This design comes from an exercise in tuning for small area, a short achievable clock period and few clock cycles per item on the open sky130 flow, not from production work. At most, simulation tests tie the RTL to the original design; equivalence was not proved.

==> flow/design.v (excerpt) <==
module systolic_array_top #(
    parameter DATAWIDTH = 16,
    parameter N_SIZE = 3
) (
    input  logic clk,
    input  logic rst_n,
    input  logic valid_in,
    input  logic [N_SIZE*DATAWIDTH-1:0] matrix_a_in,    
    input  logic [N_SIZE*DATAWIDTH-1:0] matrix_b_in,    
    output logic valid_out,
    output logic [N_SIZE*DATAWIDTH*2-1:0] matrix_c_out
);
export LEC_CHECK = 0
export CAP_MARGIN = 20
export CORE_MARGIN = 2
export CORE_UTILIZATION = 40
export SLEW_MARGIN = 20
create_clock -name core_clock -period 10.0 [get_ports {clk}]
standard.sh (not shown) runs the stock make flow with config.mk's settings and CLKGATE_MAP_FILE= SYNTH_SCRIPT=/design/flow/synth_recipe.tcl, a recipe that flattens the netlist after the stock synthesis.
==> flow/flow/run.sh <==
#!/bin/bash
# The standard layout, with timing repair aiming at a 3.2 ns period (setup
# margin 6.8 ns on the 10 ns clock) instead of the 10 ns period itself, and
# the port buffers made with buf_2 cells.
set -euo pipefail
bash standard.sh finish SETUP_SLACK_MARGIN=6.8 "BUFFER_PORTS_ARGS=-buffer_cell sky130_fd_sc_hd__buf_2" > flow.log 2>&1
The first run completed without violations.
Testbench counts at the start, summed over its fixed seeds: cycles 3,840, items 320.
Rerun with:
==> flow/flow/run.sh (replaced) <==
#!/bin/bash
# The standard layout, with timing repair aiming at a 3.2 ns period (setup
# margin 6.8 ns on the 10 ns clock) instead of the 10 ns period itself, the
# port buffers made with buf_2 cells, and larger clock-sink clusters.
set -euo pipefail
bash standard.sh finish SETUP_SLACK_MARGIN=6.8 "BUFFER_PORTS_ARGS=-buffer_cell sky130_fd_sc_hd__buf_2" CTS_CLUSTER_SIZE=24 CTS_CLUSTER_DIAMETER=80 > flow.log 2>&1
What happened: The new run ran to the end with no violations. Design area drops by 2.3%. Maximum frequency hardly moves. Setup slack hardly moves. Wire length rises by 0.74%. Synthesized cell count stays the same. Global-route usage came out lower by 0.64 points. Die area stays the same. Flip-flop and latch count is unchanged.
Rerun with:
==> flow/flow/run.sh (replaced) <==
#!/bin/bash
# The standard layout, with timing repair aiming at a 3.2 ns period (setup
# margin 6.8 ns on the 10 ns clock) instead of the 10 ns period itself, the
# port buffers made with buf_2 cells and the clock tree with clkbuf_8 cells.
set -euo pipefail
bash standard.sh finish SETUP_SLACK_MARGIN=6.8 "BUFFER_PORTS_ARGS=-buffer_cell sky130_fd_sc_hd__buf_2" CTS_BUF_LIST=sky130_fd_sc_hd__clkbuf_8 > flow.log 2>&1
The changed run completed with no timing, DRC or antenna violations.
Final area grows by a few percent.
Worst setup slack degrades by 0.043 ns.
Routed wire length is higher slightly.
Critical path depth goes down by 11.
Global-route usage grows by 0.51 points.
Via count came out higher slightly.
Clock skew falls by 0.0059 ns.
Worst hold slack barely changes.
Utilization grows by 1.3 points.
Rerun with:
==> flow/flow/run.sh (replaced) <==
#!/bin/bash
# The standard layout, with timing repair aiming at a 3.5 ns period (setup
# margin 6.5 ns on the 10 ns clock) instead of the 10 ns period itself, and
# the port buffers made with buf_2 cells.
set -euo pipefail
bash standard.sh finish SETUP_SLACK_MARGIN=6.5 "BUFFER_PORTS_ARGS=-buffer_cell sky130_fd_sc_hd__buf_2" > flow.log 2>&1
After rerunning:
- via count is lower by 2.7%
- count of clock-buffer cells in the layout is lower by 41
- critical path depth is higher by 10
- routed wire length is lower by 4.8%
- flip-flop and latch count is unchanged

---

== v55 ==
systolic_array_top, a different RTL version from the one above (not shown whole).
Size: ~3700 cells after synthesis, roughly 560 flip-flops, roughly 0.038 mm^2 of cells after synthesis.
clock: 10.0 ns
lec_check: 0
cap_margin: 20
core_margin: 2
core_utilization: 40
slew_margin: 20
==> flow/flow/run.sh <==
#!/bin/bash
# The standard layout, with timing repair aiming at a 3.5 ns period (setup
# margin 6.5 ns on the 10 ns clock) instead of the 10 ns period itself, and
# the port buffers made with buf_2 cells.
set -euo pipefail
bash standard.sh finish SETUP_SLACK_MARGIN=6.5 "BUFFER_PORTS_ARGS=-buffer_cell sky130_fd_sc_hd__buf_2" > flow.log 2>&1
### v55 -> v42
==> flow/flow/run.sh <==
#!/bin/bash
# The standard layout, with timing repair aiming at a 3.5 ns period (setup
# margin 6.5 ns on the 10 ns clock) and denser placement.
set -euo pipefail
bash standard.sh finish SETUP_SLACK_MARGIN=6.5 PLACE_DENSITY=0.75 CORE_UTILIZATION=55 > flow.log 2>&1
[summary]
- In terms of number of nets at the end of the flow, v42 and v55 differ only marginally.
- Diff v55 and v42: post-placement worst setup slack lower in v55
- Per the comparison of v42 with v55, wire length of the first global-routing pass saw a decrease, initial core utilization saw an increase, final non-filler cell area saw an increase, clock-buffer cell count saw a decrease.
- Compared with v55, in v42 measured slew at the worst slew-check pin moved up; number of cells on the critical path moved down.
Here is what was changed in the inputs of v15 compared with v42.
==> flow/flow/run.sh <==
#!/bin/bash
# The standard layout, with timing repair aiming at a 3.0 ns period (setup
# margin 7 ns on the 10 ns clock) instead of the 10 ns period itself.
set -euo pipefail
bash standard.sh finish SETUP_SLACK_MARGIN=7 > flow.log 2>&1
Findings:
First-pass GRT wire length: v15 higher than v42. Sequential share of layout area is higher on v42. Compared with v42, in v15 layout overhead on the synthesized area climbed 9.0 points, utilization dropped 15 points, net count of the mapped netlist barely changed.
No run of this note included a check of the RTL's function; only the layout flow was run.

---

systolic_array_top, a different RTL version from the one above (not shown whole).
Size: roughly 560 flip-flops, roughly 200 I/O pins, ~0.041 mm2 of cells after synthesis.
==> flow/design.v (excerpt) <==
module systolic_array_top #(
    parameter DATAWIDTH = 16,
    parameter N_SIZE = 3
) (
    input  logic clk,
    input  logic rst_n,
    input  logic valid_in,
    input  logic [N_SIZE*DATAWIDTH-1:0] matrix_a_in,    
    input  logic [N_SIZE*DATAWIDTH-1:0] matrix_b_in,    
    output logic valid_out,
    output logic [N_SIZE*DATAWIDTH*2-1:0] matrix_c_out
);
    logic [3:0] cnt;
    logic       first_c, first_k;
    logic [2:0] k;
    logic       rot;
    always_ff @(posedge clk) begin
        rot     <= cnt >= 4'd2 && cnt <= 4'd9;
        first_c <= (cnt == 4'd0 && valid_in) || cnt == 4'd3 || cnt == 4'd6;
        k       <= cnt == 4'd0 ? 3'b001 : {k[1:0], k[2]};
    end
    assign first_k = k[0];
    always_ff @(posedge clk, negedge rst_n) begin
        if (!rst_n) begin
            cnt       <= 4'd0;
            valid_out <= 1'b0;
        end else begin
            if (cnt == 4'd0) begin
                if (valid_in) cnt <= 4'd1;
            end else if (cnt != 4'd11) begin
                cnt <= cnt + 4'd1;
            end
            valid_out <= cnt == 4'd4 || cnt == 4'd7 || cnt == 4'd10;
        end
    end
    logic [15:0]      a_next;
    logic [16:0]      a_pad;
    logic [2:0][15:0] a1, a2;
    logic [2:0][47:0] b;
    logic [8:0]       one;
    logic [7:0]       two, neg;
    assign a_next = rot ? a1[2] : matrix_a_in[15:0];
    assign a_pad  = {a_next, 1'b0};
    always_ff @(posedge clk) begin
        for (int i = 0; i < 8; i++) begin
            one[i] <= a_pad[2*i+1] ^ a_pad[2*i];
  ...
Settings: LEC_CHECK=0, CAP_MARGIN=20, CORE_MARGIN=2, CORE_UTILIZATION=40, SLEW_MARGIN=20; clock period 10.0 ns.
==> flow/flow/run.sh <==
#!/bin/bash
# The standard layout, with timing repair aiming at a 3.2 ns period (setup
# margin 6.8 ns on the 10 ns clock) instead of the 10 ns period itself, the
# port buffers made with buf_2 cells, and larger clock-sink clusters.
set -euo pipefail
bash standard.sh finish SETUP_SLACK_MARGIN=6.8 "BUFFER_PORTS_ARGS=-buffer_cell sky130_fd_sc_hd__buf_2" CTS_CLUSTER_SIZE=20 CTS_CLUSTER_DIAMETER=100 > flow.log 2>&1
Testbench counts at the start, summed over its fixed seeds: cycles 3,840, items 320.
Rerun with:
==> flow/flow/run.sh (replaced) <==
#!/bin/bash
# The standard layout, with timing repair aiming at a 3.2 ns period (setup
# margin 6.8 ns on the 10 ns clock) instead of the 10 ns period itself, and
# the port buffers made with buf_2 cells.
set -euo pipefail
bash standard.sh finish SETUP_SLACK_MARGIN=6.8 "BUFFER_PORTS_ARGS=-buffer_cell sky130_fd_sc_hd__buf_2" > flow.log 2>&1
Effect: The changed run produced a clean layout. First-iteration DRC count went down by 2.9%. Core utilization came out higher by 0.87 points. Cell area rose by 1.9%.
Rerun with:
==> flow/flow/run.sh (replaced) <==
#!/bin/bash
# The standard layout, with timing repair aiming at a 3.2 ns period (setup
# margin 6.8 ns on the 10 ns clock) instead of the 10 ns period itself, the
# port buffers made with buf_2 cells, and Yosys's area-oriented ABC script.
set -euo pipefail
bash standard.sh finish SETUP_SLACK_MARGIN=6.8 "BUFFER_PORTS_ARGS=-buffer_cell sky130_fd_sc_hd__buf_2" ABC_AREA=1 > flow.log 2>&1
What happened: The changed run finished with timing, DRC and antenna clean; via count increases by well over a third; final cell count increases by well over a third; synthesized area increases by about a fifth; global-route usage increases by 5.6 points; wire length increases by well over a third.
Rerun with:
==> flow/flow/run.sh (replaced) <==
#!/bin/bash
# The standard layout, with timing repair aiming at a 3.2 ns period (setup
# margin 6.8 ns on the 10 ns clock) instead of the 10 ns period itself, the
# port buffers made with buf_2 cells, and larger clock-sink clusters.
set -euo pipefail
bash standard.sh finish SETUP_SLACK_MARGIN=6.8 "BUFFER_PORTS_ARGS=-buffer_cell sky130_fd_sc_hd__buf_2" CTS_CLUSTER_SIZE=24 CTS_CLUSTER_DIAMETER=80 > flow.log 2>&1
The new run finished clean.
Clock skew rose by 0.0098 ns.
Routed wire length fell by about 28%.
Register-to-register slack is better by 0.099 ns.
Synthesized cell count fell by 46%.
Critical path depth fell by 17.
Setup slack is better by 0.099 ns.
Clock-buffer cell count fell by 39.
Hold slack is better by 0.0080 ns.
Cell area fell by 16%.

---

Starting RTL as in the previous note.
clock: 10.0 ns
lec_check: 0
cap_margin: 20
core_margin: 2
core_utilization: 40
slew_margin: 20
==> flow/flow/run.sh <==
#!/bin/bash
# The standard layout, with timing repair aiming at a 3.2 ns period (setup
# margin 6.8 ns on the 10 ns clock) instead of the 10 ns period itself, the
# port buffers made with buf_2 cells, and larger clock-sink clusters.
set -euo pipefail
bash standard.sh finish SETUP_SLACK_MARGIN=6.8 "BUFFER_PORTS_ARGS=-buffer_cell sky130_fd_sc_hd__buf_2" CTS_CLUSTER_SIZE=20 CTS_CLUSTER_DIAMETER=60 > flow.log 2>&1
Testbench counts at the start, summed over its fixed seeds: cycles 3,840, items 320.
Next try:
==> flow/flow/run.sh (replaced) <==
#!/bin/bash
# The standard layout, with timing repair aiming at a 3.2 ns period (setup
# margin 6.8 ns on the 10 ns clock) instead of the 10 ns period itself, the
# port buffers made with buf_2 cells, and repair_design aiming at the
# library's own slew and capacitance limits (no extra margin).
set -euo pipefail
bash standard.sh finish SETUP_SLACK_MARGIN=6.8 "BUFFER_PORTS_ARGS=-buffer_cell sky130_fd_sc_hd__buf_2" CAP_MARGIN=0 SLEW_MARGIN=0 > flow.log 2>&1
After rerunning: The changed run ran to the end with no violations. Via count hardly moves. Wire length is about the same. Maximum frequency barely changes. Area after synthesis stays the same. Utilization stays flat. Critical path depth falls by 9. Count of clock-buffer cells in the layout increases by 14. Design area hardly moves.

port drivers added, routing unchanged:
How much do the figures lean on ideal ports? The routed layouts below were timed once more, with nothing changed but the port constraints.
Step 1, drivers: a clkbuf_16 drives clk and a buf_2 each remaining input, both assumed.
Step 2 also shifts input and output timing later by t, the mid clock arrival at the registers, as if the neighbouring blocks saw the same clock.
Three values: ideal, step 1, step 2; two values: the first two.
| run | t, ns | setup slack, ns | worst setup path after step 2 | worst register clock-pin slew, ns |
|---|---|---|---|---|
| the first run of note 1 | 0.720 | 6.752 / 6.752 / 6.752 | register to register | 0.07 / 0.07 |
| the second run of note 1 | 0.689 | 6.752 / 6.752 / 6.752 | register to register | 0.09 / 0.09 |
| the third run of note 1 | 0.855 | 6.710 / 6.642 / 6.767 | register to register | 0.08 / 0.08 |
| the fourth run of note 1 | 0.749 | 6.538 / 6.538 / 6.538 | register to register | 0.07 / 0.07 |
| v55 | 0.741 | 6.262 / 6.262 / 6.075 | input to register | 0.07 / 0.07 |
| v42 | 0.730 | 6.030 / 6.030 / 6.030 | register to register | 0.07 / 0.07 |
| v15 | 0.700 | 6.111 / 6.111 / 6.111 | register to register | 0.07 / 0.07 |
| the first run of note 3 | 0.706 | 6.836 / 6.763 / 6.870 | register to register | 0.10 / 0.10 |
| the second run of note 3 | 0.725 | 6.832 / 6.755 / 6.842 | register to register | 0.07 / 0.07 |
| the third run of note 3 | 0.746 | 6.747 / 6.747 / 6.617 | input to register | 0.07 / 0.07 |
| the fourth run of note 3 | 0.714 | 6.846 / 6.775 / 6.853 | register to register | 0.10 / 0.10 |
| the first run of note 4 | 0.720 | 6.834 / 6.764 / 6.834 | register to register | 0.08 / 0.08 |
| the second run of note 4 | 0.725 | 6.832 / 6.755 / 6.842 | register to register | 0.07 / 0.07 |
After both steps every run listed still meets setup and hold. The setup slack of v55, which loses most, moves by 0.000 ns with the drivers and by -0.187 ns with both steps.
